What follows belongs to an exercise in optimizing a design on an open flow for small area and a short achievable clock period; a production flow would make more cautious choices. The RTL was checked by simulation tests, not by an equivalence proof against the original design. No activity file was given, so power comes from the tool's default toggle rates.

**config.mk**
```make
export PLATFORM = sky130hd
export DESIGN_NAME = SystolicArray4x4
export DESIGN_NICKNAME = SystolicArray4x4
export VERILOG_FILES = /design/flow/design.v
export SDC_FILE = /design/flow/constraint.sdc
export NUM_CORES = 4
export LEC_CHECK = 0
export CAP_MARGIN = 20
export CORE_MARGIN = 2
export CORE_UTILIZATION = 40
export CTS_BUF_LIST = sky130_fd_sc_hd__clkbuf_8
export PLACE_DENSITY = 0.6
export SETUP_SLACK_MARGIN = 3.0
export SLEW_MARGIN = 20
```
**constraint.sdc**
```tcl
create_clock -name core_clock -period 5.8 [get_ports {Clock}]
set_input_delay 1.1600 -clock core_clock [delete_from_list [all_inputs] [get_ports {Clock}]]
set_output_delay 1.1600 -clock core_clock [all_outputs]
set_load 0.01 [all_outputs]
```
**design.v**
```verilog
module PE (
    input  wire         Clock,
    input  wire         rst_n,
    input  wire         data_clear,
    input  wire         en_b_shift_bottom,
    input  wire         en_shift_right,
    input  wire         en_shift_bottom,
    input  wire [3:0]   step,        
    input  wire         busy,        
    input  wire         valid,       
    input  wire [15:0]  b_in,
    input  wire [15:0]  a_in,
    input  wire [15:0]  ps_in,
    output wire [15:0]  a_shift_to_right,
    output wire [15:0]  b_shift_to_bottom,
    output wire [15:0]  partial_sum_to_bottom
);
    reg [15:0] a_reg;
    reg [15:0] b_reg;
    reg [15:0] acc;
    reg [15:0] ps_reg;
    always @(posedge Clock)
        if (en_shift_right) a_reg <= a_in;
    always @(posedge Clock)
        if (en_b_shift_bottom) b_reg <= b_in;
    assign a_shift_to_right  = a_reg;
    assign b_shift_to_bottom = b_reg;
    wire [4:0] bsel = ({5{step[0]}} & b_reg[15:11])
                    | ({5{step[1]}} & b_reg[11:7])
                    | ({5{step[2]}} & b_reg[7:3])
                    | ({5{step[3]}} & {b_reg[3:0], 1'b0});
    wire [5:0] dnext = {bsel[4] & ~(bsel[3] & bsel[2]),                                    
                        (bsel[4] & ~bsel[3] & ~bsel[2]) | (~bsel[4] & bsel[3] & bsel[2]),  
                        bsel[3] ^ bsel[2],                                                 
                        bsel[2] & ~(bsel[1] & bsel[0]),                                    
                        (bsel[2] & ~bsel[1] & ~bsel[0]) | (~bsel[2] & bsel[1] & bsel[0]),  
                        bsel[1] ^ bsel[0]};                                                
    reg  [5:0] dq;
    always @(posedge Clock)
        dq <= dnext & {6{valid}};
    wire one_l = dq[0], two_l = dq[1], neg_l = dq[2];
    wire one_h = dq[3], two_h = dq[4], neg_h = dq[5];
    reg  [2:0]  cq;
    wire [15:0] a2  = {a_reg[14:0], 1'b0};
    wire [15:0] rl  = (({16{one_l}} & a_reg) | ({16{two_l}} & a2)) ^ {16{neg_l}};
    wire [15:0] rh  = (({16{one_h}} & a_reg) | ({16{two_h}} & a2)) ^ {16{neg_h}};
    wire [15:0] r0  = {acc[11:0], 1'b0, neg_h, 1'b0, neg_l};
    wire [15:0] r2  = {rh[13:0], 2'b00};
    wire [15:0] s1  = r0 ^ rl ^ r2;
    wire [15:0] c1  = {(r0[14:0] & rl[14:0]) | (r0[14:0] & r2[14:0]) | (rl[14:0] & r2[14:0]), 1'b0};
    wire [4:0]  b0  = {1'b0, s1[3:0]}   + {1'b0, c1[3:0]};
    wire [4:0]  b1  = {1'b0, s1[7:4]}   + {1'b0, c1[7:4]};
    wire [4:0]  b2  = {1'b0, s1[11:8]} + {1'b0, c1[11:8]} + {4'b0000, cq[0]};
    wire [3:0]  b3  = s1[15:12] + c1[15:12] + {3'b000, cq[1]};
    wire [15:0] step_sum = {b3, b2[3:0], b1[3:0], b0[3:0]};
    wire [15:0] acc_inc = acc + {3'd0, cq[2], 3'd0, cq[1], 3'd0, cq[0], 4'd0};
    always @(posedge Clock or negedge rst_n) begin
        if (!rst_n) begin
            acc <= 16'd0;
            cq  <= 3'd0;
        end else if (data_clear) begin
            acc <= 16'd0;
            cq  <= 3'd0;
        end else if (busy) begin
            acc <= step_sum;
            cq  <= {b2[4], b1[4], b0[4]};
        end else begin
            acc <= acc_inc;
            cq  <= 3'd0;
        end
    end
    wire [15:0] ps_sum;
    assign ps_sum = ps_in + acc;
    always @(posedge Clock or negedge rst_n) begin
        if (!rst_n)
            ps_reg <= 16'd0;
        else if (data_clear)
            ps_reg <= 16'd0;
        else if (en_shift_bottom)
            ps_reg <= ps_sum;
    end
    assign partial_sum_to_bottom = ps_reg;
endmodule
`timescale 1ns / 1ps
module SystolicArray4x4 (
    input  wire         Clock,
    input  wire         rst_n,
    input  wire         data_clear,
    input  wire         en_b_shift_bottom,
    input  wire         en_shift_right,
    input  wire         en_shift_bottom,
    input  wire [63:0]  a_left_in_flat,
    input  wire [63:0]  b_top_in_flat,
    input  wire [63:0]  ps_top_in_flat,
    output wire [63:0]  ps_bottom_out_flat
);
    reg [3:0] nz_a;
    reg [3:0] nz_b;
    reg [3:0] step;
    reg       busy;
    wire [3:0] nz_a_next = data_clear ? 4'b0000 :
                           en_shift_right ? {nz_a[2:0], 1'b1} : nz_a;
    wire [3:0] nz_b_next = en_b_shift_bottom ? {nz_b[2:0], 1'b1} : nz_b;
    always @(posedge Clock or negedge rst_n) begin
        if (!rst_n) begin
            nz_a <= 4'b0000;
            nz_b <= 4'b0000;
        end else begin
            nz_a <= nz_a_next;
            nz_b <= nz_b_next;
        end
    end
    wire load = en_shift_right | en_b_shift_bottom;
    always @(posedge Clock or negedge rst_n) begin
        if (!rst_n) begin
            step <= 4'd0;
            busy <= 1'b0;
        end else if (data_clear) begin
            step <= 4'd0;
            busy <= 1'b0;
        end else if (load) begin
            step <= 4'b0001;
            busy <= 1'b0;
        end else begin
            step <= {step[2:0], 1'b0};
            busy <= |step;
        end
    end
    wire [15:0] a_wire  [0:3][0:3];
    wire [15:0] b_wire  [0:3][0:3];
    wire [15:0] ps_wire [0:3][0:3];
    genvar r, c;
    generate
        for (r = 0; r < 4; r = r + 1) begin : ROW_BLOCK
            for (c = 0; c < 4; c = c + 1) begin : COL_BLOCK
                wire [15:0] a_in  = (c == 0) ? a_left_in_flat[16*r +: 16] : a_wire[r][c-1];
                wire [15:0] b_in  = (r == 0) ? b_top_in_flat[16*c +: 16]  : b_wire[r-1][c];
                wire [15:0] ps_in = (r == 0) ? ps_top_in_flat[16*c +: 16] : ps_wire[r-1][c];
                PE u_pe (
                    .Clock                  (Clock),
                    .rst_n                  (rst_n),
                    .data_clear             (data_clear),
                    .en_b_shift_bottom      (en_b_shift_bottom),
                    .en_shift_right         (en_shift_right),
                    .en_shift_bottom        (en_shift_bottom),
                    .step                   (step),
                    .busy                   (busy),
                    .valid                  (nz_a[c] & nz_b[r]),
                    .b_in                   (b_in),
                    .a_in                   (a_in),
                    .ps_in                  (ps_in),
                    .a_shift_to_right       (a_wire[r][c]),
                    .b_shift_to_bottom      (b_wire[r][c]),
                    .partial_sum_to_bottom  (ps_wire[r][c])
                );
            end
        end
        for (c = 0; c < 4; c = c + 1) begin : OUT_MAP
            assign ps_bottom_out_flat[16*c +: 16] = ps_wire[3][c];
        end
    endgenerate
endmodule
```
**flow/run.sh**
```bash
#!/bin/bash
# Layout flow: the standard ORFS flow, with plain buffers (instead of
# delay cells) on the ports. Each step's full output goes to its own log here.
set -euo pipefail
bash standard.sh synth > flow_synth.log 2>&1
bash standard.sh 'BUFFER_PORTS_ARGS=-buffer_cell sky130_fd_sc_hd__buf_2' finish > flow_layout.log 2>&1
```
**standard.sh**
```bash
#!/bin/bash
# synth_recipe.tcl (not shown) runs the flow's synth.tcl, then flattens the netlist and writes it again
# the make line also repeats each setting of config.mk as NAME=value (left out here)
make -C /OpenROAD-flow-scripts/flow DESIGN_CONFIG=/design/flow/config.mk WORK_HOME=/design/flow/orfs CLKGATE_MAP_FILE= SYNTH_SCRIPT=/design/flow/synth_recipe.tcl "${@:-finish}"
```
==> results of run 1 <==
-- final timing paths --
path / depth (start not counted) / to / slack [ns] / startpoint
max: 8 / ROW_BLOCK[0].COL_BLOCK[2].u_pe.acc[14] / 3.03 / ROW_BLOCK[0].COL_BLOCK[2].u_pe.a_reg[12]
min: 1 / ROW_BLOCK[3].COL_BLOCK[1].u_pe.cq[0] / 0.32 / rst_n
max reg2reg: 8 / ROW_BLOCK[0].COL_BLOCK[2].u_pe.acc[14] / 3.03 / ROW_BLOCK[0].COL_BLOCK[2].u_pe.a_reg[12]
min reg2reg: 0 / ROW_BLOCK[0].COL_BLOCK[3].u_pe.a_reg[15] / 0.43 / ROW_BLOCK[0].COL_BLOCK[2].u_pe.a_reg[15]
max in group asynchronous: 2 / step[2] / 4.20 / rst_n
min in group core_clock: 1 / ROW_BLOCK[0].COL_BLOCK[0].u_pe.a_reg[9] / 0.36 / a_left_in_flat[9]
-- layout make-up --
| cell class | count | area (um2) | share of cell area |
|---|---|---|---|
| Antenna cell | 6 | 15.0 | 0.000174 |
| Clock buffer | 253 | 3480 | 0.0404 |
| Clock inverter | 136 | 933 | 0.0108 |
| Inverter | 416 | 1560 | 0.0181 |
| Multi-Input combinational cell | 5177 | 42300 | 0.490 |
| Sequential cell | 1181 | 31800 | 0.369 |
| Tap cell | 2495 | 3120 | 0.0362 |
| Timing Repair Buffer | 454 | 3000 | 0.0348 |
-- synthesized netlist by cell type (13+ instances only) --
cell type / number / area share
o211a_1: 15 / 0.0020
nor2_1: 514 / 0.025
nor2b_1: 25 / 0.0021
or3_1: 49 / 0.0040
nand2b_1: 30 / 0.0025
o22ai_1: 36 / 0.0030
mux2_2: 19 / 0.0028
dfrtp_1: 573 / 0.19
ha_1: 544 / 0.090
a21o_1: 153 / 0.015
a211oi_1: 156 / 0.015
a22o_1: 29 / 0.0033
nand4_1: 31 / 0.0026
fa_1: 272 / 0.072
a31oi_1: 58 / 0.0048
and3_1: 85 / 0.0070
o21a_1: 28 / 0.0028
o21bai_1: 18 / 0.0018
xor2_1: 400 / 0.046
xnor2_1: 549 / 0.063
edfxtp_1: 512 / 0.20
clkbuf_1: 274 / 0.014
nand2_1: 380 / 0.019
nor3_1: 62 / 0.0041
dfxtp_1: 96 / 0.025
o211ai_1: 35 / 0.0035
a221oi_1: 28 / 0.0032
a21boi_0: 18 / 0.0018
buf_1: 55 / 0.0027
nand3_1: 134 / 0.0088
a21oi_1: 345 / 0.023
mux2i_1: 178 / 0.023
o21ai_0: 219 / 0.014
a41oi_1: 19 / 0.0022
a221oi_2: 13 / 0.0026
and2_1: 14 / 0.0012
o221ai_1: 14 / 0.0016
a22oi_1: 543 / 0.054
inv_1: 410 / 0.020
buf_2: 24 / 0.0016
-- cells by family (layout without fill, tap and decap cells) --
logic type	Yosys count	count (layout)	synth area share
compound gates	1839	1839	0.167
simple gates	1376	1376	0.0815
flops	1181	1181	0.416
xor+xnor	949	949	0.109
fa+ha+maj	816	816	0.161
buf+inv	769	1259	0.0384
mux	197	197	0.0263
other cells	0	6	0
-- where the power goes --
part / leakage (nW) / total [W] / switching, W / internal (W)
Sequential: 13.7 / 0.00970 / 0.000527 / 0.00917
Combinational: 21.5 / 0.00231 / 0.00140 / 0.000914
Clock: 2.56 / 0.00817 / 0.00371 / 0.00446
-- metrics by stage --
stage	hold WS [ns]	total power, W	instances	instance area (um2)	setup WS [ns]
2_1_floorplan	0.427	0.0110	7127	76100	2.96
3_3_place_gp	0.431	0.0120	9576	79700	2.15
3_5_place_dp	0.433	0.0120	9576	79700	2.13
4_1_cts	0.249	0.0202	9999	84600	2.94
5_1_grt	0.286	0.0210	10100	86200	2.91
6_report	0.322	0.0202	10100	86300	3.03
-- what timing repair did --
action | 4_1_cts | 5_1_grt
buffers inserted | 34 | 113
hold endpoints to repair | 0 | 0
resized for setup | 114 | 190
setup endpoints to repair | 154 | 127
pin swaps | 0 | 85
-- routing by layer --
layer  GRT usage  share of wire  vias to the layer above
li1            -              -                    26400
met1       0.320           0.44                    27900
met2       0.375           0.47                     1722
met3      0.0337          0.054                      338
met4      0.0942          0.040                        6
met5           0        0.00016                        -
==> reports/summary.txt, run 1 <==
Outcome = complete, no violations
Syn_area_per_cell = 10.7 um2
RSZ-0062 raised after global routing = yes
Maximum VDD drop = 0.000211 V
CP Cell Sequence = buf_4 > a22oi_2 > xor2_1 > fa_1 > fa_2 > fa_1 > xor2_1 > a211oi_1
Clock sink total = 1181
Die area = 0.193 mm2
1st-pass router iterations = 6
CTS tree = done
Critical Path Start Type = flop
Routed wire per std cell = 22.8 um
Initial drt markers = 4993
Layout cells sized above 1 = 0.145
Syn nets = 8141
Min Tclk post-route = 2.77 ns
Final setup violation count = 0
Max-Cap Viols = 0
Synth Register Bits = 1181
Yosys cell types = 79
Fin Clk Skew = 0.0458 ns
Cell leakage power = 37.8 nW
I/O pins = 262
Register area share after synthesis = 0.416
Vias in the first global route = 55400
CTS buffer count = 206
GRT Overall Usage = 0.234
Utilization after layout = 0.458
Setup TNS = 0 ns
PD cells = 234 mW/mm2
Critical Path RT = 6.66 ns
Period utilization = 0.478
Asr flop ratio synth = 0.485
Die W = 440 um
Global-route wire length before repair = 346000 um
Hold_buf cts = 0
Post-route ant nets = 0
Crit-path leading delay family = adder cells
Hold Vio Cnt, Final = 0
Critical Path Sink Type = flop
RePlAce Congestion = 0.923
Commonest non-fill, non-tap cells in the layout = dfrtp_1 (566), xnor2_1 (545), ha_1 (542)
Crit path max fanout = 2
Area grow syn2layout = 13.5%
Via/cell ratio = 5.57
Die Height = 440 um
Drt drc = 0
Rel. slew slack = 0.301
Critical Path AT = 3.63 ns
Fillcell total = 17700
Clock transition at path regs = 0.06 ns
Setup CP Type = reg -> reg
Cells after Synth = 7127
GRT Residual Overflow = 0
Final #Nets = 8450
Post-DP HPWL = 172000 um
Main synth FF type = dfrtp_1
CTS root buf = clkbuf_8
Worst-Skew Late Latency = 0.98 ns
H-tree levels = 4
Yosys warning count = 2
Detailed Route WL = 231000 um
Commonest non-fill, non-tap cell in the layout = dfrtp_1
Post-synth EDFFs = 512
Port bufs = 261
Synth Cell Area = 0.0760 mm2
Core Area = 0.188 mm2
Slew Limit Fails = 0
Fmax = 361 MHz
Row Count = 159
Pin count of the biggest net entering global routing = 157
Vias = 56300
Starting Density = 0.404
Initial antenna violation count = 24
Slew @ Worst Pin = 1.04 ns
Clk buf depth = 3
Worst path slowest cell = fa_1
Slowest stage delay, CP = 0.47 ns
Worst Hold Class = in -> async
CP bufs+invs = 1
==> run 2, diff against run 1 <==
--- a/config.mk
+++ b/config.mk
@@ -8,7 +8,7 @@
 export CAP_MARGIN = 20
 export CORE_MARGIN = 2
 export CORE_UTILIZATION = 40
-export CTS_BUF_LIST = sky130_fd_sc_hd__clkbuf_8
 export PLACE_DENSITY = 0.6
 export SETUP_SLACK_MARGIN = 3.0
 export SLEW_MARGIN = 20
+export TNS_END_PERCENT = 20
==> reports/summary.txt, run 2 <==
Outcome = complete, no violations
Fin area = 0.0852 mm2 (-1.2%)
Worst-Skew Late Latency = 0.80 ns (-0.18 ns)
Critical Path Sink Type = flop
Initial drt markers = 4894 (-2.0%)
Vias = 55400 (-1.6%)
Cell leakage power = 37.1 nW (-1.9%)
GRT Residual Overflow = 0 (unchanged)
Routed wire per std cell = 23.0 um (+0.72%)
RSZ-0062 raised after global routing = yes
Utilization after layout = 0.453 (-0.00541)
Die W = 440 um (unchanged)
Starting Density = 0.404 (unchanged)
Cells after Synth = 7127 (unchanged)
Synth Register Bits = 1181 (unchanged)
Pin count of the biggest net entering global routing = 154 (-1.9%)
Setup TNS = 0 ns (unchanged)
Final setup violation count = 0 (unchanged)
Detailed Route WL = 228000 um (-1.4%)
Clk buf depth = 3 (unchanged)
Global-route wire length before repair = 343000 um (-0.82%)
Slew @ Worst Pin = 1.02 ns (-0.0193 ns)
Drt drc = 0 (unchanged)
Placed cell areas = 0.0797 mm2 (about the same)
I/O pins = 262 (unchanged)
Maximum VDD drop = 0.000275 V (+31%)
Critical Path RT = 6.49 ns (-0.17 ns)
Most common cell in the synthesized netlist = dfrtp_1
Commonest non-fill, non-tap cell in the layout = dfrtp_1
Yosys cell types = 79 (unchanged)
Post-synth top cells = dfrtp_1 (573), xnor2_1 (549), ha_1 (544)
Worst Hold Class = in -> async
1st-pass router iterations = 6 (unchanged)
Syn_area_per_cell = 10.7 um2 (unchanged)
GRT Overall Usage = 0.233 (-0.00140)
Pre-CTS WS = 2.05 ns (-0.0762 ns)
FF-to-FF Start = step[1]
Asr flop ratio synth = 0.485 (unchanged)
Top post-synthesis cells by area = edfxtp_1 (20%), dfrtp_1 (19%), ha_1 (9.0%)
Crit path max fanout = 50 (+48)
Port bufs = 261 (unchanged)
Main synth FF type = dfrtp_1
Row Count = 159 (unchanged)
Final #Nets = 8308 (-1.7%)
Fin Clk Skew = 0.0369 ns (-0.00892 ns)
Hold_buf cts = 0 (unchanged)
Period utilization = 0.503 (+0.0248)
Post-DP HPWL = 173000 um (+0.55%)
Area grow syn2layout = 12.2%
Critical Path AT = 3.61 ns (-0.02 ns)
Initial antenna violation count = 19 (-21%)
Worst setup startpoint = data_clear
CTS tree = done
Post-route ant nets = 0 (unchanged)
Via/cell ratio = 5.59 (+0.50%)
Syn nets = 8141 (unchanged)
Hold Vio Cnt, Final = 0 (unchanged)
Synth Cell Area = 0.0760 mm2 (unchanged)
RePlAce Congestion = 0.911 (-1.3%)
Die area = 0.193 mm2 (unchanged)
CTS root buf = clkbuf_16
Setup CP Type = in -> reg
Commonest non-fill, non-tap cells in the layout = dfrtp_1 (568), xnor2_1 (549), ha_1 (544)
CTS buffer count = 137 (-33%)
Max-Cap Viols = 0 (unchanged)
Min Tclk post-route = 2.92 ns (+0.144 ns)
Fmax = 343 MHz (-4.9%)
Slew Limit Fails = 0 (unchanged)
Clock transition at path regs = 0.07 ns (about the same)
Post-synth top area share = 0.202 (unchanged)
Yosys warning count = 2 (unchanged)
Register area share after synthesis = 0.416 (unchanged)
Core Area = 0.188 mm2 (unchanged)
Rel. slew slack = 0.313 (+0.0129)
Layout cells sized above 1 = 0.111 (-0.0336)
Synth area leader = edfxtp_1
Worst Setup Slack, final = 2.88 ns (-0.144 ns)
Critical Path Start Type = input pin
PD cells = 245 mW/mm2 (+4.8%)
Post-synth EDFFs = 512 (unchanged)
Clock sink total = 1181 (unchanged)
Die Height = 440 um (unchanged)
Vias in the first global route = 54400 (-1.7%)
H-tree levels = 4 (unchanged)
## run 2: cell types whose count changed in the layout (fill, tap and decap cells not counted), sizes merged, moves of 2 or more
cell	delta
clkbuf	-69
diode	-2
buf	-73
inv	-72
clkinvlp	+6
## run 2: through the flow
step	hold WS (ns)	instances	power (W)
floorplan	0.427	7127	0.0110
global placement	0.432	9582	0.0120
detailed placement	0.436	9583	0.0120
CTS	0.339	9876	0.0211
global route	0.390	9904	0.0217
finish	0.369	9908	0.0209
## run 2: logic make-up after synthesis
group           synth area share
xor+xnor                   0.109
buf+inv                   0.0384
simple gates              0.0815
fa+ha+maj                  0.161
mux                       0.0263
compound gates             0.167
flops                      0.416
## run 2: layer usage
metal,wire (um),vias to the layer above,part of all wire,GRT usage
met5,61,-,0.00027,0
met4,8680,10,0.038,0.0894
met3,12200,330,0.053,0.0356
met2,107000,1580,0.47,0.376
met1,100000,27500,0.44,0.316
li1,-,26000,-,-
## run 2: what timing repair did
action,CTS,global route
pin swaps,1,13
setup endpoints to repair,148,161
gates resized for setup,82,77
buffers inserted,39,28
gates cloned,0,0
## run 2: final cells by class
class	count	area, um2
antenna	4	10.0
timing repair buffer	381	2400
clock inverter	70	811
inverter	416	1560
fill	17700	103000
clock buffer	184	3830
tap	2495	3120
sequential	1181	31800
multi-input combinational	5177	41700
## run 2: worst max-delay path, stage by stage
cell	delay (ns)
buf_8	0.17
inv_2	0.61
nand2_4	0.58
buf_4	0.40
or4_1	0.53
o211ai_1	0.09
## run 2: worst paths after layout
check,end,slack (ns),cells past startpoint
min in group core_clock,ROW_BLOCK[3].COL_BLOCK[2].u_pe.b_reg[0],0.44,0
min reg2reg,ROW_BLOCK[3].COL_BLOCK[2].u_pe.b_reg[0],0.44,0
max reg2reg,ROW_BLOCK[2].COL_BLOCK[0].u_pe.dq[5],2.88,6
max,ROW_BLOCK[3].COL_BLOCK[2].u_pe.ps_reg[14],2.88,6
min,ROW_BLOCK[3].COL_BLOCK[0].u_pe.ps_reg[11],0.37,1
max in group asynchronous,nz_b[0],4.16,2
## run 2: report_power, final
group | internal [W] | switching [W] | leakage (nW) | total, W
logic | 0.000854 | 0.00135 | 21.1 | 0.00221
clock network | 0.00523 | 0.00376 | 2.27 | 0.00899
registers | 0.00918 | 0.000529 | 13.7 | 0.00970
total | 0.0153 | 0.00564 | 37.1 | 0.0209
==> run 3, diff against run 2 <==
--- a/config.mk
+++ b/config.mk
@@ -9,6 +9,5 @@
 export CORE_MARGIN = 2
 export CORE_UTILIZATION = 40
 export PLACE_DENSITY = 0.6
-export SETUP_SLACK_MARGIN = 3.0
+export SETUP_SLACK_MARGIN = 3.1
 export SLEW_MARGIN = 20
-export TNS_END_PERCENT = 20
==> reports/summary.txt, run 3 <==
Post-synth top cells = dfrtp_1 (573), xnor2_1 (549), ha_1 (544)
Total power = 0.0217 W (+3.9%)
Hold_buf cts = 0 (unchanged)
Final setup violation count = 0 (unchanged)
Drt drc = 0 (unchanged)
Die W = 440 um (unchanged)
Area grow syn2layout = 16.6%
Crit path max fanout = 60 (+20%)
Slew Limit Fails = 0 (unchanged)
Critical Path Sink Type = flop
Hold Vio Cnt, Final = 0 (unchanged)
Placed cell areas = 0.0797 mm2 (about the same)
Critical Path Start Type = flop
Via/cell ratio = 5.62 (+0.42%)
Post-DP HPWL = 171000 um (-1.1%)
Top post-synthesis cells by area = edfxtp_1 (20%), dfrtp_1 (19%), ha_1 (9.0%)
Register area share after synthesis = 0.416 (unchanged)
Yosys warning count = 2 (unchanged)
Routed wire per std cell = 23.2 um (+1.0%)
GRT Overall Usage = 0.236 (+0.00288)
Fmax = 365 MHz (+6.5%)
Port bufs = 261 (unchanged)
Global-route wire length before repair = 347000 um (+1.1%)
Final #Nets = 8490 (+2.2%)
1st-pass router iterations = 7 (+1)
Slew @ Worst Pin = 1.06 ns (+0.0356 ns)
R2R depth = 5 (-1)
H-tree levels = 4 (unchanged)
Fin Clk Skew = 0.0240 ns (-0.0129 ns)
Core Area = 0.188 mm2 (unchanged)
I/O pins = 262 (unchanged)
Initial drt markers = 4757 (-2.8%)
RePlAce Congestion = 0.923 (+1.4%)
Commonest non-fill, non-tap cell in the layout = dfrtp_1
Vias = 56700 (+2.3%)
Worst setup startpoint = step[2]
Critical Path AT = 3.34 ns (-0.27 ns)
Synth area leader = edfxtp_1
Setup CP Type = reg -> reg
Main synth FF type = dfrtp_1
Die Height = 440 um (unchanged)
CTS root buf = clkbuf_16
Vias in the first global route = 55200 (+1.4%)
Starting Density = 0.404 (unchanged)
Layout cells sized above 1 = 0.171 (+0.0602)
Syn nets = 8141 (unchanged)
Row Count = 159 (unchanged)
Commonest non-fill, non-tap cells in the layout = dfrtp_1 (564), xnor2_1 (537), ha_1 (535)
Period utilization = 0.472 (-0.0308)
Worst Hold Class = in -> async
Cell leakage power = 38.3 nW (+3.2%)
GRT Residual Overflow = 0 (unchanged)
Syn_area_per_cell = 10.7 um2 (unchanged)
Worst-Skew Late Latency = 0.81 ns (about the same)
Pin count of the biggest net entering global routing = 150 (-2.6%)
Fin area = 0.0886 mm2 (+3.9%)
Yosys cell types = 79 (unchanged)
Most common cell in the synthesized netlist = dfrtp_1
Outcome = complete, no violations
Rel. slew slack = 0.295 (-0.0185)
RSZ-0062 raised after global routing = yes
Initial antenna violation count = 26 (+7)
Synth Cell Area = 0.0760 mm2 (unchanged)
Max-Cap Viols = 0 (unchanged)
Post-synth top area share = 0.202 (unchanged)
Critical Path RT = 6.40 ns (-0.09 ns)
Detailed Route WL = 235000 um (+3.0%)
PD cells = 245 mW/mm2 (about the same)
FF-to-FF Start = step[2]
Clock transition at path regs = 0.07 ns (about the same)
Clock sink total = 1181 (unchanged)
Post-synth EDFFs = 512 (unchanged)
Clk buf depth = 3 (unchanged)
Asr flop ratio synth = 0.485 (unchanged)
Min Tclk post-route = 2.74 ns (-0.178 ns)
Maximum VDD drop = 0.000217 V (-21%)
Cells after Synth = 7127 (unchanged)
Setup TNS = 0 ns (unchanged)
Die area = 0.193 mm2 (unchanged)
Post-route ant nets = 0 (unchanged)
Fillcell total = 17200 (-2.7%)
CTS tree = done
Synth Register Bits = 1181 (unchanged)
CTS buffer count = 143 (+4.4%)
[run 3: timing repair]
| item | in CTS | in global routing |
|---|---|---|
| gates resized for setup | 175 | 349 |
| cloned | 1 | 1 |
| pin swaps | 28 | 181 |
| setup buffers | 133 | 113 |
| setup endpoints to repair | 245 | 218 |
[run 3: worst paths after layout]
path                            slack (ns)                                      end
worst max-delay path                  3.06     ROW_BLOCK[2].COL_BLOCK[2].u_pe.dq[2]
worst min-delay path                  0.39    ROW_BLOCK[3].COL_BLOCK[1].u_pe.acc[3]
worst max register to register        3.06     ROW_BLOCK[2].COL_BLOCK[2].u_pe.dq[2]
worst min register to register        0.44  ROW_BLOCK[1].COL_BLOCK[3].u_pe.b_reg[5]
max in group asynchronous             4.12    ROW_BLOCK[0].COL_BLOCK[1].u_pe.acc[1]
min in group core_clock               0.44  ROW_BLOCK[1].COL_BLOCK[3].u_pe.b_reg[5]
[run 3: cell type report]
cell class,count,area [um2],area share
Clock inverter,85,1160,0.0131
Inverter,416,1560,0.0176
Tap cell,2495,3120,0.0352
Multi-Input combinational cell,5178,43100,0.487
Antenna cell,6,15.0,0.000169
Clock buffer,179,3890,0.0439
Timing Repair Buffer,556,3780,0.0427
Sequential cell,1181,31900,0.361
[run 3: logic make-up after synthesis]
| kind of cell | Yosys count | synth area share |
|---|---|---|
| AOI/OAI and AO/OA | 1839 | 0.167 |
| xor gates and xnor gates | 949 | 0.109 |
| DFF | 1181 | 0.416 |
| and+or+nand+nor | 1376 | 0.0815 |
| muxes | 197 | 0.0263 |
| buffers and inverters | 769 | 0.0384 |
| adders and majority gates | 816 | 0.161 |
[run 3: worst max-delay path: stages, from the launching register on]
cell and delay [ns]:
dfrtp_4 0.63, buf_6 0.32, a22oi_1 0.23, nand2_1 0.22, ha_1 0.25, nor3_1 0.82
[run 3: layer usage]
metal,vias up,share of wire,track usage
li1,26400,-,-
met5,-,0.00029,0
met4,10,0.045,0.100
met2,1722,0.47,0.379
met3,364,0.055,0.0353
met1,28200,0.43,0.317
[run 3: per-stage QoR]
| step | hold WS [ns] | setup slack [ns] | util | std cells |
|---|---|---|---|---|
| 2_1_floorplan | 0.427 | 2.96 | - | 7127 |
| 3_3_place_gp | 0.431 | 2.24 | 0.424 | 9578 |
| 3_5_place_dp | 0.435 | 2.22 | 0.424 | 9578 |
| 4_1_cts | 0.412 | 3.03 | 0.458 | 9976 |
| 5_1_grt | 0.446 | 2.96 | 0.471 | 10100 |
| 6_report | 0.385 | 3.06 | 0.471 | 10100 |
[run 3: power breakdown]
| part | total (W) | internal (W) | switching [W] | leakage [nW] |
|---|---|---|---|---|
| registers | 0.00966 | 0.00915 | 0.000505 | 13.7 |
| logic | 0.00246 | 0.000987 | 0.00147 | 22.1 |
| clock network | 0.00961 | 0.00572 | 0.00390 | 2.45 |
| total | 0.0217 | 0.0159 | 0.00587 | 38.3 |
==> run 4, diff against run 3 <==
--- a/config.mk
+++ b/config.mk
@@ -8,6 +8,6 @@
 export CAP_MARGIN = 20
 export CORE_MARGIN = 2
 export CORE_UTILIZATION = 40
-export PLACE_DENSITY = 0.6
-export SETUP_SLACK_MARGIN = 3.1
+export PLACE_DENSITY = 0.7
+export SETUP_SLACK_MARGIN = 3.0
 export SLEW_MARGIN = 20
==> reports/summary.txt, run 4 <==
Outcome = complete, no violations
Starting Density = 0.404 (unchanged)
Critical Path Sink Type = flop
Crit path max fanout = 4 (-93%)
Min Tclk post-route = 2.83 ns (+0.0942 ns)
PD cells = 237 mW/mm2 (-3.2%)
Initial drt markers = 5415 (+14%)
Vias = 57000 (+0.56%)
Global-route wire length before repair = 340000 um (-2.1%)
Largest family of logic cells by synthesized area = compound AO/OA/AOI/OAI gates
Synth Area in XOR/XNOR = 0.109 (unchanged)
Clock transition at path regs = 0.06 ns (about the same)
Syn_area_per_cell = 10.7 um2 (unchanged)
Setup CP Type = reg -> reg
Vias in the first global route = 55100 (-0.067%)
1st-pass router iterations = 6 (-1)
RePlAce Congestion = 0.925 (+0.18%)
Clk buf depth = 3 (unchanged)
Clock sink total = 1181 (unchanged)
Synth area leader = edfxtp_1
Critical Path Start Type = flop
Critical Path RT = 6.41 ns (about the same)
Flop pwr share = 0.475 (+0.031)
Die Height = 440 um (unchanged)
Die W = 440 um (unchanged)
Top post-synthesis cells by area = edfxtp_1 (20%), dfrtp_1 (19%), ha_1 (9.0%)
Yosys warning count = 2 (unchanged)
Most common cell in the synthesized netlist = dfrtp_1
Slew Limit Fails = 0 (unchanged)
Post-DP HPWL = 169000 um (-1.3%)
Synth Register Bits = 1181 (unchanged)
Row Count = 159 (unchanged)
Commonest non-fill, non-tap cell in the layout = dfrtp_1
CTS root buf = clkbuf_16
Post-synthesis mux area share = 0.0263 (unchanged)
R2r setup slk = 2.97 ns (-0.09 ns)
Synth Cell Area = 0.0760 mm2 (unchanged)
Post-synth EDFFs = 512 (unchanged)
CTS buffer count = 133 (-7.0%)
RSZ-0062 raised after global routing = yes
Post-synthesis compound-gate area fraction = 0.167 (unchanged)
Final setup violation count = 0 (unchanged)
Fin Clk Skew = 0.0208 ns (-0.00321 ns)
I/O pins = 262 (unchanged)
H-tree levels = 4 (unchanged)
Placed cell areas = 0.0796 mm2 (-0.14%)
Utilization after layout = 0.456 (-0.0144)
Critical Path AT = 3.44 ns (+0.10 ns)
Drt drc = 0 (unchanged)
Maximum VDD drop = 0.000208 V (-3.9%)
Yosys cell types = 79 (unchanged)
Asr flop ratio synth = 0.485 (unchanged)
Area grow syn2layout = 13.1%
Post-Synth Simple-Gate Area = 0.0815 (unchanged)
Post-synth top cells = dfrtp_1 (573), xnor2_1 (549), ha_1 (544)
Hold Vio Cnt, Final = 0 (unchanged)
Max-Cap Viols = 0 (unchanged)
Post-route ant nets = 0 (unchanged)
Final #Nets = 8386 (-1.2%)
Layout cells sized above 1 = 0.128 (-0.0431)
Combinational share of power = 0.113 (about the same)
Period utilization = 0.488 (+0.0162)
Slew @ Worst Pin = 1.33 ns (+0.271 ns)
Setup TNS = 0 ns (unchanged)
Register area share after synthesis = 0.416 (unchanged)
Die area = 0.193 mm2 (unchanged)
P_int = 0.0149 W (-6.3%)
Psw = 0.00553 W (-5.8%)
Worst-Skew Late Latency = 0.79 ns (-0.02 ns)
Fin area = 0.0859 mm2 (-3.1%)
Adder-Cell Fraction of Synth Area = 0.161 (unchanged)
Sw frac = 0.271 (+0.000967)
Worst Hold Class = in -> async
Via/cell ratio = 5.71 (+1.7%)
Cells after Synth = 7127 (unchanged)
Detailed Route WL = 227000 um (-3.4%)
CTS tree = done
Main synth FF type = dfrtp_1
Fmax = 353 MHz (-3.3%)
Post-synth top area share = 0.202 (unchanged)
Clk pwr share = 0.412 (-0.030)
Commonest non-fill, non-tap cells in the layout = dfrtp_1 (567), xnor2_1 (546), ha_1 (543)
Initial antenna violation count = 24 (-7.7%)
GRT Overall Usage = 0.229 (-0.00739)
Routed wire per std cell = 22.7 um (-2.3%)
Syn nets = 8141 (unchanged)
Port bufs = 261 (unchanged)
Rel. slew slack = 0.114 (-0.181)
Cell leakage power = 37.3 nW (-2.5%)
GRT Residual Overflow = 0 (unchanged)
Core Area = 0.188 mm2 (unchanged)
Pin count of the biggest net entering global routing = 169 (+13%)
-- run 4: layout make-up --
class                   instances  area, um2
well taps                    2495       3120
flip-flops and latches       1181      31800
inverters                     416       1560
fillers                     17200     102000
clock buffers                 173       3640
diodes                          4       10.0
clock inverters                72        627
multi-input cells            5178      42100
repair buffers                462       3020
-- run 4: path summary, 6_finish.rpt --
kind	startpoint	to	cells after the start
min	rst_n	ROW_BLOCK[3].COL_BLOCK[1].u_pe.acc[8]	1
max	ROW_BLOCK[1].COL_BLOCK[0].u_pe.a_reg[6]	ROW_BLOCK[1].COL_BLOCK[0].u_pe.acc[11]	9
max in group asynchronous	rst_n	ROW_BLOCK[0].COL_BLOCK[0].u_pe.acc[2]	2
min reg2reg	ROW_BLOCK[0].COL_BLOCK[3].u_pe.b_reg[13]	ROW_BLOCK[1].COL_BLOCK[3].u_pe.b_reg[13]	0
max reg2reg	ROW_BLOCK[1].COL_BLOCK[0].u_pe.a_reg[6]	ROW_BLOCK[1].COL_BLOCK[0].u_pe.acc[11]	9
min in group core_clock	ROW_BLOCK[0].COL_BLOCK[3].u_pe.b_reg[13]	ROW_BLOCK[1].COL_BLOCK[3].u_pe.b_reg[13]	0
-- run 4: critical path, cell delays in order (launching register included) --
cell and delay [ns]:
edfxtp_1 0.57, buf_6 0.22, a22oi_1 0.24, xnor2_1 0.17
fa_1 0.46, ha_1 0.31, a21o_1 0.17, a21oi_1 0.17
xor2_1 0.24, a211oi_1 0.12
-- run 4: through the flow --
step,instances,hold slack (ns),setup slack (ns),power [W]
after global routing,9978,0.383,2.86,0.0211
after global placement,9571,0.429,2.25,0.0119
after CTS,9852,0.352,2.88,0.0204
final,9981,0.342,2.97,0.0204
after detailed placement,9572,0.435,2.28,0.0120
after floorplan,7127,0.427,2.96,0.0110
-- run 4: cell families (layout without fill, tap and decap cells) --
logic type / Yosys count / in the layout
XOR/XNOR: 949 / 949
AND/OR/NAND/NOR: 1376 / 1377
buffers and inverters: 769 / 1123
flip-flops: 1181 / 1181
adder cells (fa/ha/maj): 816 / 816
other: 0 / 4
AO/OA/AOI/OAI: 1839 / 1839
multiplexers: 197 / 197
-- run 4: layer usage --
layer  routed length [um]  vias to the layer above  GRT usage
li1                     -                    26200          -
met5                   91                        -          0
met1                95400                    28300      0.308
met4                 9780                       14     0.0901
met2               105000                     2086      0.366
met3                16000                      427     0.0388
-- run 4: what timing repair did --
| action | CTS | global route |
|---|---|---|
| setup endpoints to repair | 170 | 142 |
| gates resized for setup | 109 | 145 |
| cloned | 0 | 1 |
| pin swaps | 3 | 38 |
| buffers inserted | 35 | 123 |
| hold buffers | 0 | 0 |
-- run 4: power groups by stage --
| stage | registers (W) | clock network, W | logic, W |
|---|---|---|---|
| 6_report | 0.00969 | 0.00839 | 0.00231 |
| 3_3_place_gp | 0.00986 | 0 | 0.00204 |
| 2_1_floorplan | 0.00956 | 0 | 0.00142 |
| 3_5_place_dp | 0.00988 | 0 | 0.00210 |
| 4_1_cts | 0.00970 | 0.00849 | 0.00216 |
| 5_1_grt | 0.00972 | 0.00883 | 0.00253 |
==> run 5, diff against run 4 <==
--- a/config.mk
+++ b/config.mk
@@ -8,6 +8,6 @@
 export CAP_MARGIN = 20
 export CORE_MARGIN = 2
 export CORE_UTILIZATION = 40
-export PLACE_DENSITY = 0.7
+export PLACE_DENSITY = 0.5
 export SETUP_SLACK_MARGIN = 3.0
 export SLEW_MARGIN = 20
==> reports/summary.txt, run 5 <==
Total power = 0.0216 W (+5.8%)
Hold Vio Cnt, Final = 0 (unchanged)
Min Tclk post-route = 2.77 ns (-0.0667 ns)
Post-synth top cells = dfrtp_1 (573), xnor2_1 (549), ha_1 (544)
Die W = 440 um (unchanged)
Die Height = 440 um (unchanged)
Period utilization = 0.477 (-0.0115)
Yosys cell types = 79 (unchanged)
GRT Overall Usage = 0.246 (+0.0173)
Global-route wire length before repair = 356000 um (+4.8%)
Register area share after synthesis = 0.416 (unchanged)
Setup CP Type = reg -> reg
PD cells = 248 mW/mm2 (+4.7%)
Worst Hold Class = in -> async
Critical Path RT = 6.44 ns (+0.03 ns)
Cells after Synth = 7127 (unchanged)
Critical Path Sink Type = flop
Slew @ Worst Pin = 1.12 ns (-0.211 ns)
Most common cell in the synthesized netlist = dfrtp_1
Hold_ws = 0.412 ns (+0.0700 ns)
Worst path slowest cell = edfxtp_1
CTS buffer count = 143 (+7.5%)
P_int = 0.0158 W (+6.1%)
Worst-Skew Late Latency = 0.82 ns (+0.03 ns)
Starting Density = 0.404 (unchanged)
Clk buf depth = 3 (unchanged)
Synth Cell Area = 0.0760 mm2 (unchanged)
Slew Limit Fails = 0 (unchanged)
RePlAce Congestion = 0.889 (-3.9%)
Final #Nets = 8412 (+0.31%)
Commonest non-fill, non-tap cell in the layout = dfrtp_1
Reg2reg end = ROW_BLOCK[2].COL_BLOCK[1].u_pe.acc[7]
Critical Path Start Type = flop
Slowest stage delay, CP = 0.53 ns (-0.04 ns)
Detailed Route WL = 241000 um (+6.4%)
Maximum VDD drop = 0.000236 V (+13%)
Post-synth EDFFs = 512 (unchanged)
Drt drc = 0 (unchanged)
Worst setup startpoint = ROW_BLOCK[2].COL_BLOCK[1].u_pe.a_reg[4]
Register Area = 0.0318 mm2 (about the same)
Vias = 55200 (-3.1%)
Combinational share of power = 0.109 (-0.004)
Post-DP HPWL = 182000 um (+7.8%)
Routed wire per std cell = 24.1 um (+6.0%)
Commonest non-fill, non-tap cells in the layout = dfrtp_1 (567), xnor2_1 (546), ha_1 (543)
I/O pins = 262 (unchanged)
H-tree levels = 4 (unchanged)
Yosys warning count = 2 (unchanged)
CP Cell Sequence = buf_4 > a22oi_1 > xor2_1 > fa_1 > inv_1 > ha_1 > a21o_1 > a21oi_1 > xor2_1 > a211oi_1
CTS root buf = clkbuf_16
GRT Residual Overflow = 0 (unchanged)
Fillcell total = 17600 (+2.7%)
Area taken by multi-input logic gates = 0.0422 mm2 (+0.18%)
Core Area = 0.188 mm2 (unchanged)
Cell mode on critical path = xor2_1
Syn nets = 8141 (unchanged)
Initial antenna violation count = 18 (-25%)
CTS tree = done
Critical Path AT = 3.41 ns (-0.03 ns)
Die area = 0.193 mm2 (unchanged)
Via/cell ratio = 5.51 (-3.5%)
Fmax = 362 MHz (+2.4%)
R2r setup slk = 3.03 ns (+0.07 ns)
Crit-path leading delay family = adder cells
R2R depth = 10 (+1)
Vias in the first global route = 54300 (-1.4%)
Setup TNS = 0 ns (unchanged)
Main synth FF type = dfrtp_1
Utilization after layout = 0.461 (+0.00483)
FF-to-FF Start = ROW_BLOCK[2].COL_BLOCK[1].u_pe.a_reg[4]
Top post-synthesis cells by area = edfxtp_1 (20%), dfrtp_1 (19%), ha_1 (9.0%)
Crit. path cell count = 10 (+1)
1st-pass router iterations = 6 (unchanged)
Fin Clk Skew = 0.0315 ns (+0.0107 ns)
Max-Cap Viols = 0 (unchanged)
Crit path max fanout = 4 (unchanged)
RSZ-0062 raised after global routing = yes
Rel. slew slack = 0.254 (+0.140)
Asr flop ratio synth = 0.485 (unchanged)
Final setup violation count = 0 (unchanged)
Synth Register Bits = 1181 (unchanged)
Layout cells sized above 1 = 0.135 (+0.00628)
Post-synth top area share = 0.202 (unchanged)
Cell leakage power = 37.7 nW (+1.1%)
Psw = 0.00581 W (+5.1%)
Clk pwr share = 0.441 (+0.029)
Port bufs = 261 (unchanged)
Flop pwr share = 0.450 (-0.025)
Syn_area_per_cell = 10.7 um2 (unchanged)
Pin count of the biggest net entering global routing = 137 (-19%)
Synth area leader = edfxtp_1
Outcome = complete, no violations
Clock sink total = 1181 (unchanged)
Sw frac = 0.269 (-0.00181)
Initial drt markers = 4413 (-19%)
CP bufs+invs = 2 (+1)
Row Count = 159 (unchanged)
Clock transition at path regs = 0.07 ns (about the same)
Post-route ant nets = 0 (unchanged)
Area grow syn2layout = 14.3%
Hold_buf cts = 0 (unchanged)
-- run 5: cell types whose count changed in the layout (fill, tap and decap cells not counted), sizes merged --
cell      previous run  this run
clkinvlp             6         8
buf                462       479
bufinv               7        19
clkbuf             173       190
inv                426       430
clkinv              49        35
nor2               515       514
-- run 5: how the worst max path moves through the flow --
stage	endpoint	slack (ns)
after floorplan	ROW_BLOCK[0].COL_BLOCK[2].u_pe.acc[14]	2.96
after global placement	ROW_BLOCK[0].COL_BLOCK[0].u_pe.ps_reg[13]	2.27
after detailed placement	ROW_BLOCK[0].COL_BLOCK[0].u_pe.ps_reg[13]	2.21
after CTS	ROW_BLOCK[3].COL_BLOCK[1].u_pe.acc[14]	2.93
after global routing	ROW_BLOCK[2].COL_BLOCK[1].u_pe.acc[7]	2.92
final	ROW_BLOCK[2].COL_BLOCK[1].u_pe.acc[7]	3.03
-- run 5: cell type report --
cell class,instances,share of cell area
Tap cell,2495,0.0360
Inverter,416,0.0180
Timing Repair Buffer,479,0.0368
Sequential cell,1181,0.367
Antenna cell,4,0.000115
Clock inverter,76,0.0113
Clock buffer,190,0.0454
Multi-Input combinational cell,5177,0.486
-- run 5: routing by layer --
metal | part of all wire | wire, um | GRT usage
met5 | 0.000054 | 13 | 0
met4 | 0.042 | 10100 | 0.0920
met3 | 0.040 | 9650 | 0.0284
met2 | 0.47 | 114000 | 0.405
met1 | 0.45 | 108000 | 0.332
-- run 5: cells by family after synthesis --
group	synth area share
buffers and inverters	0.0384
DFF	0.416
adders and majority gates	0.161
muxes	0.0263
AOI/OAI and AO/OA	0.167
xor gates and xnor gates	0.109
and+or+nand+nor	0.0815
-- run 5: timing repair --
action	CTS	global route
pin swaps	6	46
endpoints found under the setup margin	204	184
setup buffers	40	122
resized for setup	114	157
hold endpoints to repair	0	0
-- run 5: through the flow --
stage | setup WS [ns] | cells | instance area (um2)
floorplan | 2.96 | 7127 | 76100
global placement | 2.27 | 9585 | 79700
detailed placement | 2.21 | 9586 | 79700
CTS | 2.93 | 9892 | 85200
global route | 2.92 | 10000 | 86800
finish | 3.03 | 10000 | 86800
-- run 5: power by group through the flow --
stage	combinational (W)	clock (W)	sequential [W]
detailed placement	0.00217	0	0.00991
floorplan	0.00142	0	0.00956
global placement	0.00215	0	0.00990
global route	0.00260	0.0100	0.00974
CTS	0.00224	0.00972	0.00973
finish	0.00235	0.00951	0.00971
==> run 6, diff against run 5 <==
--- a/config.mk
+++ b/config.mk
@@ -8,6 +8,6 @@
 export CAP_MARGIN = 20
 export CORE_MARGIN = 2
 export CORE_UTILIZATION = 40
-export PLACE_DENSITY = 0.5
+export PLACE_DENSITY = 0.6
 export SETUP_SLACK_MARGIN = 3.0
 export SLEW_MARGIN = 20
==> reports/summary.txt, run 6 <==
Worst path slowest cell = fa_1
Largest family of logic cells by synthesized area = compound AO/OA/AOI/OAI gates
Die area = 0.193 mm2 (unchanged)
Final #Nets = 8384 (-0.33%)
Pre-CTS WS = 2.13 ns (-0.0823 ns)
Slew Limit Fails = 0 (unchanged)
Drt drc = 0 (unchanged)
I/O pins = 262 (unchanged)
Post-synth EDFFs = 512 (unchanged)
Crit path max fanout = 2 (-2)
Post-synth top cells = dfrtp_1 (573), xnor2_1 (549), ha_1 (544)
Critical Path Sink Type = flop
H-tree levels = 4 (unchanged)
CTS root buf = clkbuf_16
Clock transition at path regs = 0.06 ns (about the same)
CP bufs+invs = 2 (unchanged)
Register area share after synthesis = 0.416 (unchanged)
Routed wire per std cell = 23.1 um (-4.0%)
Post-Synth Simple-Gate Area = 0.0815 (unchanged)
Final setup violation count = 0 (unchanged)
Critical Path Start Type = flop
Top post-synthesis cells by area = edfxtp_1 (20%), dfrtp_1 (19%), ha_1 (9.0%)
Slowest stage delay, CP = 0.59 ns (+0.06 ns)
Fmax = 358 MHz (-0.97%)
Worst Setup Slack, final = 3.01 ns (-0.0271 ns)
Synth Area in XOR/XNOR = 0.109 (unchanged)
Core Area = 0.188 mm2 (unchanged)
Synth area leader = edfxtp_1
Fin Clk Skew = 0.0296 ns (-0.00188 ns)
Pin count of the biggest net entering global routing = 157 (+15%)
Worst Hold Class = reg -> reg
Most common cell in the synthesized netlist = dfrtp_1
Main synth FF type = dfrtp_1
Critical Path AT = 3.42 ns (about the same)
CP Cell Sequence = buf_6 > a22oi_2 > xor2_2 > fa_1 > fa_2 > inv_2 > fa_2 > a21o_1 > a21oi_2 > nor2_1
Yosys cell types = 79 (unchanged)
Row Count = 159 (unchanged)
Post-synthesis compound-gate area fraction = 0.167 (unchanged)
Rel. slew slack = 0.281 (+0.0268)
Detailed Route WL = 231000 um (-4.2%)
Via/cell ratio = 5.60 (+1.6%)
Slew @ Worst Pin = 1.07 ns (-0.0485 ns)
PD cells = 243 mW/mm2 (-2.4%)
Asr flop ratio synth = 0.485 (unchanged)
Initial drt markers = 5021 (+14%)
Port bufs = 261 (unchanged)
Maximum VDD drop = 0.000212 V (-10%)
Vias in the first global route = 54800 (+0.87%)
Initial antenna violation count = 21 (+3)
Yosys warning count = 2 (unchanged)
Post-route ant nets = 0 (unchanged)
GRT Overall Usage = 0.234 (-0.0120)
Commonest non-fill, non-tap cell in the layout = dfrtp_1
Adder-Cell Fraction of Synth Area = 0.161 (unchanged)
Min Tclk post-route = 2.79 ns (+0.0271 ns)
Hold_buf cts = 0 (unchanged)
Setup CP Type = reg -> reg
Synth Cell Area = 0.0760 mm2 (unchanged)
Post-synth top area share = 0.202 (unchanged)
RSZ-0062 raised after global routing = yes
Post-DP HPWL = 172000 um (-5.5%)
Die Height = 440 um (unchanged)
Area grow syn2layout = 13.9%
Vias = 56000 (+1.3%)
Period utilization = 0.482 (+0.00468)
CTS buffer count = 142 (-0.70%)
Hold Vio Cnt, Final = 0 (unchanged)
CTS tree = done
Cells after Synth = 7127 (unchanged)
Commonest non-fill, non-tap cells in the layout = dfrtp_1 (567), xnor2_1 (546), ha_1 (541)
Total power = 0.0210 W (-2.7%)
GRT Residual Overflow = 0 (unchanged)
Critical Path RT = 6.43 ns (about the same)
Syn_area_per_cell = 10.7 um2 (unchanged)
1st-pass router iterations = 6 (unchanged)
Clk buf depth = 3 (unchanged)
Post-synthesis mux area share = 0.0263 (unchanged)
Cell leakage power = 37.5 nW (-0.59%)
Crit-path leading delay family = adder cells
Outcome = complete, no violations
RePlAce Congestion = 0.923 (+3.9%)
Cell mode on critical path = fa_2
Clock sink total = 1181 (unchanged)
Starting Density = 0.404 (unchanged)
Global-route wire length before repair = 345000 um (-3.0%)
Max-Cap Viols = 0 (unchanged)
Synth Register Bits = 1181 (unchanged)
Worst-Skew Late Latency = 0.80 ns (-0.02 ns)
Layout cells sized above 1 = 0.135 (+0.000290)
Die W = 440 um (unchanged)
Setup TNS = 0 ns (unchanged)
Syn nets = 8141 (unchanged)
run 6: cell counts after synthesis:
Identical to the previous run, type by type.
run 6: kinds of logic after synthesis:
| kind of cell | after synthesis |
|---|---|
| and+or+nand+nor | 1376 |
| buffers and inverters | 769 |
| DFF | 1181 |
| AOI/OAI and AO/OA | 1839 |
| muxes | 197 |
| adders and majority gates | 816 |
| xor gates and xnor gates | 949 |
run 6: area by class of cell:
class                      count  area, um2
inverter                     416       1560
sequential                  1181      31900
tap                         2495       3120
timing repair buffer         452       3000
fill                       17500     102000
multi-input combinational   5177      42300
clock buffer                 200       4100
clock inverter                62        568
antenna                       12       30.0
run 6: layer usage:
| metal | vias up | track usage | share of wire | wire [um] |
|---|---|---|---|---|
| met5 | - | 0 | 0.00011 | 26 |
| met4 | 4 | 0.0837 | 0.039 | 9080 |
| met3 | 333 | 0.0310 | 0.055 | 12700 |
| met2 | 1687 | 0.378 | 0.47 | 108000 |
| met1 | 27700 | 0.321 | 0.44 | 102000 |
| li1 | 26200 | - | - | - |
run 6: power breakdown:
part	internal (W)	leakage, nW	switching (W)	total, W
registers	0.00917	13.7	0.000529	0.00970
clock network	0.00519	2.29	0.00378	0.00898
logic	0.000916	21.5	0.00140	0.00232
total	0.0153	37.5	0.00571	0.0210
run 6: path summary, 6_finish.rpt:
path | startpoint | endpoint | slack [ns] | cells after the start
worst max-delay path | ROW_BLOCK[0].COL_BLOCK[3].u_pe.a_reg[5] | ROW_BLOCK[0].COL_BLOCK[3].u_pe.cq[2] | 3.01 | 10
worst min-delay path | ROW_BLOCK[0].COL_BLOCK[2].u_pe.a_reg[15] | ROW_BLOCK[0].COL_BLOCK[3].u_pe.a_reg[15] | 0.43 | 0
worst max register to register | ROW_BLOCK[0].COL_BLOCK[3].u_pe.a_reg[5] | ROW_BLOCK[0].COL_BLOCK[3].u_pe.cq[2] | 3.01 | 10
worst min register to register | ROW_BLOCK[0].COL_BLOCK[2].u_pe.a_reg[15] | ROW_BLOCK[0].COL_BLOCK[3].u_pe.a_reg[15] | 0.43 | 0
max in group asynchronous | rst_n | step[2] | 4.03 | 2
min in group asynchronous | rst_n | ROW_BLOCK[3].COL_BLOCK[1].u_pe.cq[1] | 0.49 | 1
run 6: timing repair:
item	in CTS	in global routing
gates resized for setup	117	190
gates cloned	0	1
endpoints found under the setup margin	147	123
pin swaps	3	75
buffers inserted	37	107
run 6: worst reg2reg max path: stages, from the launching register on:
cell	delay, ns
edfxtp_1	0.55
buf_6	0.19
a22oi_2	0.17
xor2_2	0.11
fa_1	0.59
fa_2	0.21
inv_2	0.05
fa_2	0.40
a21o_1	0.20
a21oi_2	0.13
nor2_1	0.06
run 6: per-stage QoR:
| step | utilization | hold WS [ns] | std cells | area [um2] |
|---|---|---|---|---|
| 2_1_floorplan | - | 0.427 | 7127 | 76100 |
| 3_3_place_gp | 0.423 | 0.431 | 9576 | 79700 |
| 3_5_place_dp | 0.423 | 0.433 | 9576 | 79700 |
| 4_1_cts | 0.451 | 0.434 | 9875 | 84900 |
| 5_1_grt | 0.460 | 0.454 | 9984 | 86500 |
| 6_report | 0.460 | 0.434 | 9995 | 86500 |
==> run 7, diff against run 6 <==
--- a/config.mk
+++ b/config.mk
@@ -8,6 +8,8 @@
 export CAP_MARGIN = 20
 export CORE_MARGIN = 2
 export CORE_UTILIZATION = 40
+export CTS_CLUSTER_DIAMETER = 60
+export CTS_CLUSTER_SIZE = 25
 export PLACE_DENSITY = 0.6
 export SETUP_SLACK_MARGIN = 3.0
 export SLEW_MARGIN = 20
==> reports/summary.txt, run 7 <==
Outcome = complete, no violations
Commonest non-fill, non-tap cell in the layout = dfrtp_1
Crit-path leading delay family = simple AND/OR/NAND/NOR gates
Detailed Route WL = 230000 um (-0.32%)
Post-DP HPWL = 172000 um (unchanged)
Post-synthesis compound-gate area fraction = 0.167 (unchanged)
Period utilization = 0.492 (+0.0104)
Top post-synthesis cells by area = edfxtp_1 (20%), dfrtp_1 (19%), ha_1 (9.0%)
Largest family of logic cells by synthesized area = compound AO/OA/AOI/OAI gates
Starting Density = 0.404 (unchanged)
Post-synthesis mux area share = 0.0263 (unchanged)
Crit path max fanout = 49 (+47)
Min Tclk post-route = 2.85 ns (+0.0602 ns)
Rel. slew slack = 0.241 (-0.0406)
Commonest non-fill, non-tap cells in the layout = dfrtp_1 (567), xnor2_1 (545), ha_1 (542)
Clock sink total = 1181 (unchanged)
Slowest stage delay, CP = 0.86 ns (+0.27 ns)
Cell leakage power = 37.5 nW (-0.16%)
Clk pwr share = 0.418 (-0.010)
Core Area = 0.188 mm2 (unchanged)
Initial antenna violation count = 25 (+19%)
Drt drc = 0 (unchanged)
Slew @ Worst Pin = 1.14 ns (+0.0691 ns)
Die area = 0.193 mm2 (unchanged)
P_int = 0.0144 W (-5.7%)
Psw = 0.00621 W (+8.7%)
R2r setup slk = 2.95 ns (-0.06 ns)
Main synth FF type = dfrtp_1
Sw frac = 0.301 (+0.0290)
Clk buf depth = 3 (unchanged)
CTS root buf = clkbuf_16
Vias = 55900 (-0.095%)
Asr flop ratio synth = 0.485 (unchanged)
Cells after Synth = 7127 (unchanged)
CP bufs+invs = 1 (-1)
Slew Limit Fails = 0 (unchanged)
Layout cells sized above 1 = 0.140 (+0.00520)
Initial drt markers = 4997 (-0.48%)
Synth Register Bits = 1181 (unchanged)
RePlAce Congestion = 0.923 (unchanged)
Maximum VDD drop = 0.000247 V (+17%)
Critical Path Start Type = flop
Port bufs = 261 (unchanged)
CTS tree = done
Yosys warning count = 2 (unchanged)
Critical Path RT = 6.39 ns (-0.04 ns)
Fmax = 350 MHz (-2.1%)
CP Cell Sequence = buf_4 > a22oi_1 > nand2_1 > ha_1 > nor3_1
CTS buffer count = 118 (-17%)
Synth area leader = edfxtp_1
Min-Delay Endpoint = ROW_BLOCK[2].COL_BLOCK[1].u_pe.b_reg[9]
Syn_area_per_cell = 10.7 um2 (unchanged)
Pin count of the biggest net entering global routing = 157 (unchanged)
Fillcell total = 17500 (+0.29%)
Adder-Cell Fraction of Synth Area = 0.161 (unchanged)
Synth Area in XOR/XNOR = 0.109 (unchanged)
H-tree levels = 3 (-1)
Vias in the first global route = 54500 (-0.54%)
Pre-CTS WS = 2.13 ns (unchanged)
Post-Synth Simple-Gate Area = 0.0815 (unchanged)
Reg2reg end = ROW_BLOCK[2].COL_BLOCK[1].u_pe.dq[2]
HP Start = ROW_BLOCK[1].COL_BLOCK[1].u_pe.b_reg[9]
Via/cell ratio = 5.61 (+0.17%)
Die W = 440 um (unchanged)
PD cells = 238 mW/mm2 (-1.7%)
Worst setup startpoint = step[2]
Worst Setup Slack, final = 2.95 ns (-0.0602 ns)
Row Count = 159 (unchanged)
Post-synth top cells = dfrtp_1 (573), xnor2_1 (549), ha_1 (544)
Area grow syn2layout = 13.8%
Flop pwr share = 0.469 (+0.007)
GRT Residual Overflow = 0 (unchanged)
Post-route ant nets = 0 (unchanged)
1st-pass router iterations = 6 (unchanged)
RSZ-0062 raised after global routing = yes
Final setup violation count = 0 (unchanged)
Post-synth EDFFs = 512 (unchanged)
Post-synth top area share = 0.202 (unchanged)
Routed wire per std cell = 23.1 um (about the same)
Worst path slowest cell = nor3_1
Hold_ws = 0.440 ns (+0.00541 ns)
Setup TNS = 0 ns (unchanged)
Clock transition at path regs = 0.09 ns (+0.03 ns)
Worst-Skew Late Latency = 0.80 ns (about the same)
Critical Path AT = 3.44 ns (+0.02 ns)
Most common cell in the synthesized netlist = dfrtp_1
Register area share after synthesis = 0.416 (unchanged)
Fin Clk Skew = 0.0342 ns (+0.00463 ns)
Critical Path Sink Type = flop
Max-Cap Viols = 0 (unchanged)
Synth Cell Area = 0.0760 mm2 (unchanged)
FF-to-FF Start = step[2]
Global-route wire length before repair = 344000 um (-0.38%)
R2R depth = 5 (-5)
Cell depth of the worst hold path = 0 (unchanged)
Yosys cell types = 79 (unchanged)
Final #Nets = 8375 (-0.11%)
Syn nets = 8141 (unchanged)
Combinational share of power = 0.113 (+0.003)
Hold_buf cts = 0 (unchanged)
Worst Hold Class = reg -> reg
Die Height = 440 um (unchanged)
I/O pins = 262 (unchanged)
Hold Vio Cnt, Final = 0 (unchanged)
GRT Overall Usage = 0.233 (-0.00115)
Setup CP Type = reg -> reg
==> run 7: cell counts after synthesis <==
No cell type changed its count.
==> run 7: power by group through the flow <==
stage          combinational (W)  clock, W  sequential, W
2_1_floorplan            0.00142         0        0.00956
3_3_place_gp             0.00209         0        0.00987
3_5_place_dp             0.00213         0        0.00988
4_1_cts                  0.00219   0.00876        0.00969
5_1_grt                  0.00257   0.00908        0.00971
6_report                 0.00233   0.00861        0.00967
==> run 7: how the worst max path moves through the flow <==
| stage | endpoint | slack [ns] | cells past startpoint |
|---|---|---|---|
| after global placement | ROW_BLOCK[0].COL_BLOCK[3].u_pe.ps_reg[13] | 2.15 | 6 |
| after CTS | ROW_BLOCK[3].COL_BLOCK[0].u_pe.cq[2] | 2.97 | 9 |
| after detailed placement | ROW_BLOCK[0].COL_BLOCK[3].u_pe.ps_reg[13] | 2.13 | 6 |
| after floorplan | ROW_BLOCK[0].COL_BLOCK[2].u_pe.acc[14] | 2.96 | 8 |
| final | ROW_BLOCK[2].COL_BLOCK[1].u_pe.dq[2] | 2.95 | 5 |
| after global routing | ROW_BLOCK[3].COL_BLOCK[0].u_pe.dq[2] | 2.83 | 5 |
==> run 7: routing by layer <==
metal	wire length [um]	GRT usage	vias to the layer above
met2	108000	0.378	1656
met1	100000	0.317	27700
met3	13300	0.0337	327
met5	28	0	-
li1	-	-	26200
met4	9240	0.0797	6
==> run 7: metrics by stage <==
step                area (um2)  total power, W  std cells  utilization
floorplan                76100          0.0110       7127            -
global placement         79700          0.0120       9576        0.423
detailed placement       79700          0.0120       9576        0.423
CTS                      84600          0.0206       9841        0.450
global route             86400          0.0214       9963        0.459
finish                   86400          0.0206       9969        0.459
==> run 7: cell type report <==
| type | instances | area [um2] | area share |
|---|---|---|---|
| clock buffers | 121 | 3000 | 0.0347 |
| flip-flops and latches | 1181 | 31900 | 0.369 |
| inverters | 416 | 1560 | 0.0181 |
| multi-input cells | 5177 | 42300 | 0.490 |
| repair buffers | 467 | 3120 | 0.0361 |
| diodes | 7 | 17.5 | 0.000203 |
| well taps | 2495 | 3120 | 0.0361 |
| clock inverters | 105 | 1400 | 0.0162 |
==> run 7: what timing repair did <==
action	4_1_cts	5_1_grt
resized for setup	114	220
cloned	0	1
setup endpoints to repair	156	140
setup buffers	39	120
pin swaps	1	84
==> run 7: logic make-up after synthesis <==
family / Yosys count
and+or+nand+nor: 1376
adders and majority gates: 816
DFF: 1181
muxes: 197
AOI/OAI and AO/OA: 1839
buffers and inverters: 769
xor gates and xnor gates: 949
==> run 8, diff against run 7 <==
==> config.mk (replaced) <==
export PLATFORM = sky130hd
export DESIGN_NAME = SystolicArray4x4
export DESIGN_NICKNAME = SystolicArray4x4
export VERILOG_FILES = /design/flow/design.v
export SDC_FILE = /design/flow/constraint.sdc
export NUM_CORES = 4
export LEC_CHECK = 0
export CAP_MARGIN = 5
export CORE_MARGIN = 2
export CORE_UTILIZATION = 40
export PLACE_DENSITY = 0.6
export SETUP_SLACK_MARGIN = 3.0
export SLEW_MARGIN = 5
==> reports/summary.txt, run 8 <==
Outcome = complete, no violations
Asr flop ratio synth = 0.485 (unchanged)
Starting Density = 0.404 (unchanged)
Total power = 0.0210 W (+1.8%)
Fmax = 358 MHz (+2.2%)
Worst-Skew Late Latency = 0.80 ns (about the same)
Worst Hold Class = reg -> reg
Crit path max fanout = 2 (-96%)
GRT Residual Overflow = 0 (unchanged)
Most common cell in the synthesized netlist = dfrtp_1
Die area = 0.193 mm2 (unchanged)
Met3 wire length = 12700 um (-4.0%)
Synth area leader = edfxtp_1
Post-synth top area share = 0.202 (unchanged)
Setup CP Type = reg -> reg
RePlAce Congestion = 0.923 (unchanged)
Post-route ant nets = 0 (unchanged)
Synth Cell Area = 0.0760 mm2 (unchanged)
Cells after Synth = 7127 (unchanged)
Slew @ Worst Pin = 1.07 ns (-0.0691 ns)
Main synth FF type = dfrtp_1
Clock transition at path regs = 0.06 ns (-0.03 ns)
Routed wire per std cell = 23.1 um (about the same)
Yosys cell types = 79 (unchanged)
Yosys warning count = 2 (unchanged)
Cell leakage power = 37.5 nW (+0.16%)
CTS buffer count = 142 (+20%)
Post-synth top cells = dfrtp_1 (573), xnor2_1 (549), ha_1 (544)
Slew Limit Fails = 0 (unchanged)
Crit-path leading delay family = adder cells
Critical Path AT = 3.42 ns (-0.02 ns)
PD cells = 243 mW/mm2 (+1.7%)
Max Used Layer = met5
Syn_area_per_cell = 10.7 um2 (unchanged)
Setup TNS = 0 ns (unchanged)
Post-Synth Simple-Gate Area = 0.0815 (unchanged)
Pin count of the biggest net entering global routing = 157 (unchanged)
Via/cell ratio = 5.60 (-0.17%)
Post-synthesis mux area share = 0.0263 (unchanged)
Post-synthesis compound-gate area fraction = 0.167 (unchanged)
CTS root buf = clkbuf_16
1st-pass router iterations = 6 (unchanged)
Commonest non-fill, non-tap cells in the layout = dfrtp_1 (567), xnor2_1 (546), ha_1 (541)
R2R depth = 10 (+5)
Critical Path RT = 6.43 ns (+0.04 ns)
Maximum VDD drop = 0.000212 V (-14%)
Worst path slowest cell = fa_1
Post-DP HPWL = 172000 um (unchanged)
Crit. path cell count = 10 (+5)
[run 8: cell counts after synthesis]
No cell type changed its count.
[run 8: worst reg2reg max path: cells and delay by family, from the launching register on]
family	cells	cell delay, ns
adders and majority gates	3	1.20
buffers and inverters	2	0.24
DFF	1	0.55
and+or+nand+nor	1	0.06
AOI/OAI and AO/OA	3	0.50
xor gates and xnor gates	1	0.11
[run 8: power by group]
group / switching [W] / internal, W / leakage (nW)
registers: 0.000529 / 0.00917 / 13.7
clock network: 0.00378 / 0.00519 / 2.29
logic: 0.00140 / 0.000916 / 21.5
[run 8: worst paths after layout]
| check | slack, ns | from | end |
|---|---|---|---|
| setup / recovery | 3.01 | ROW_BLOCK[0].COL_BLOCK[3].u_pe.a_reg[5] | ROW_BLOCK[0].COL_BLOCK[3].u_pe.cq[2] |
| hold / removal | 0.43 | ROW_BLOCK[0].COL_BLOCK[2].u_pe.a_reg[15] | ROW_BLOCK[0].COL_BLOCK[3].u_pe.a_reg[15] |
| setup reg to reg | 3.01 | ROW_BLOCK[0].COL_BLOCK[3].u_pe.a_reg[5] | ROW_BLOCK[0].COL_BLOCK[3].u_pe.cq[2] |
| hold reg to reg | 0.43 | ROW_BLOCK[0].COL_BLOCK[2].u_pe.a_reg[15] | ROW_BLOCK[0].COL_BLOCK[3].u_pe.a_reg[15] |
| max in group asynchronous | 4.03 | rst_n | step[2] |
| min in group asynchronous | 0.49 | rst_n | ROW_BLOCK[3].COL_BLOCK[1].u_pe.cq[1] |
[run 8: kinds of logic after synthesis]
| group | count (synthesis) |
|---|---|
| and+or+nand+nor | 1376 |
| xor gates and xnor gates | 949 |
| AOI/OAI and AO/OA | 1839 |
| buffers and inverters | 769 |
| DFF | 1181 |
| adders and majority gates | 816 |
| muxes | 197 |
[run 8: per-stage QoR]
stage	instance area, um2	worst slack, ns
3_5_place_dp	79700	2.13
5_1_grt	86500	2.84
6_report	86500	3.01
3_3_place_gp	79700	2.15
4_1_cts	84900	2.98
2_1_floorplan	76100	2.96
[run 8: layout make-up]
cell class                      instances  area, um2
Fill cell                           17500     102000
Multi-Input combinational cell       5177      42300
Sequential cell                      1181      31900
Clock buffer                          200       4100
Tap cell                             2495       3120
Timing Repair Buffer                  452       3000
Inverter                              416       1560
Clock inverter                         62        568
Antenna cell                           12       30.0
[run 8: metal layers]
layer	vias to the layer above	global-route usage
met4	4	0.0837
met3	333	0.0310
met1	27700	0.321
li1	26200	-
met2	1687	0.378
met5	-	0
[run 8: timing repair]
action,4_1_cts,5_1_grt
pin swaps,3,75
endpoints found under the setup margin,147,123
setup buffers,37,107
hold endpoints to repair,0,0
hold buffers,0,0
resized for setup,117,190
cloned,0,1

[separate check: timing with driven ports]
No port has a modelled driver above. Below, the same layouts with a new extraction and two added sets of constraints. Step 1: set_driving_cell puts a clkbuf_16 on Clock and a buf_2 on each other input, an assumption about the parent block. Step 2 times the ports against the registers' clock, not the clock port: input delays grow and output delays shrink by t, the midpoint of the rising clock arrivals with the driver on. a / b / c = ideal / step 1 / step 2; a / b = the first two.
run	t (ns)	slack for setup (ns)
run 1	1.024	3.027 / 3.014 / 2.033
run 2	0.867	2.883 / 2.885 / 2.045
run 3	0.879	3.061 / 3.061 / 2.379
run 4	0.859	2.967 / 2.967 / 2.177
run 5	0.885	3.034 / 3.034 / 2.393
run 6	0.862	3.007 / 3.007 / 2.337
run 7	0.867	2.947 / 2.947 / 2.336
run 8	0.862	3.007 / 3.007 / 2.337
After both steps every run listed still meets setup and hold.
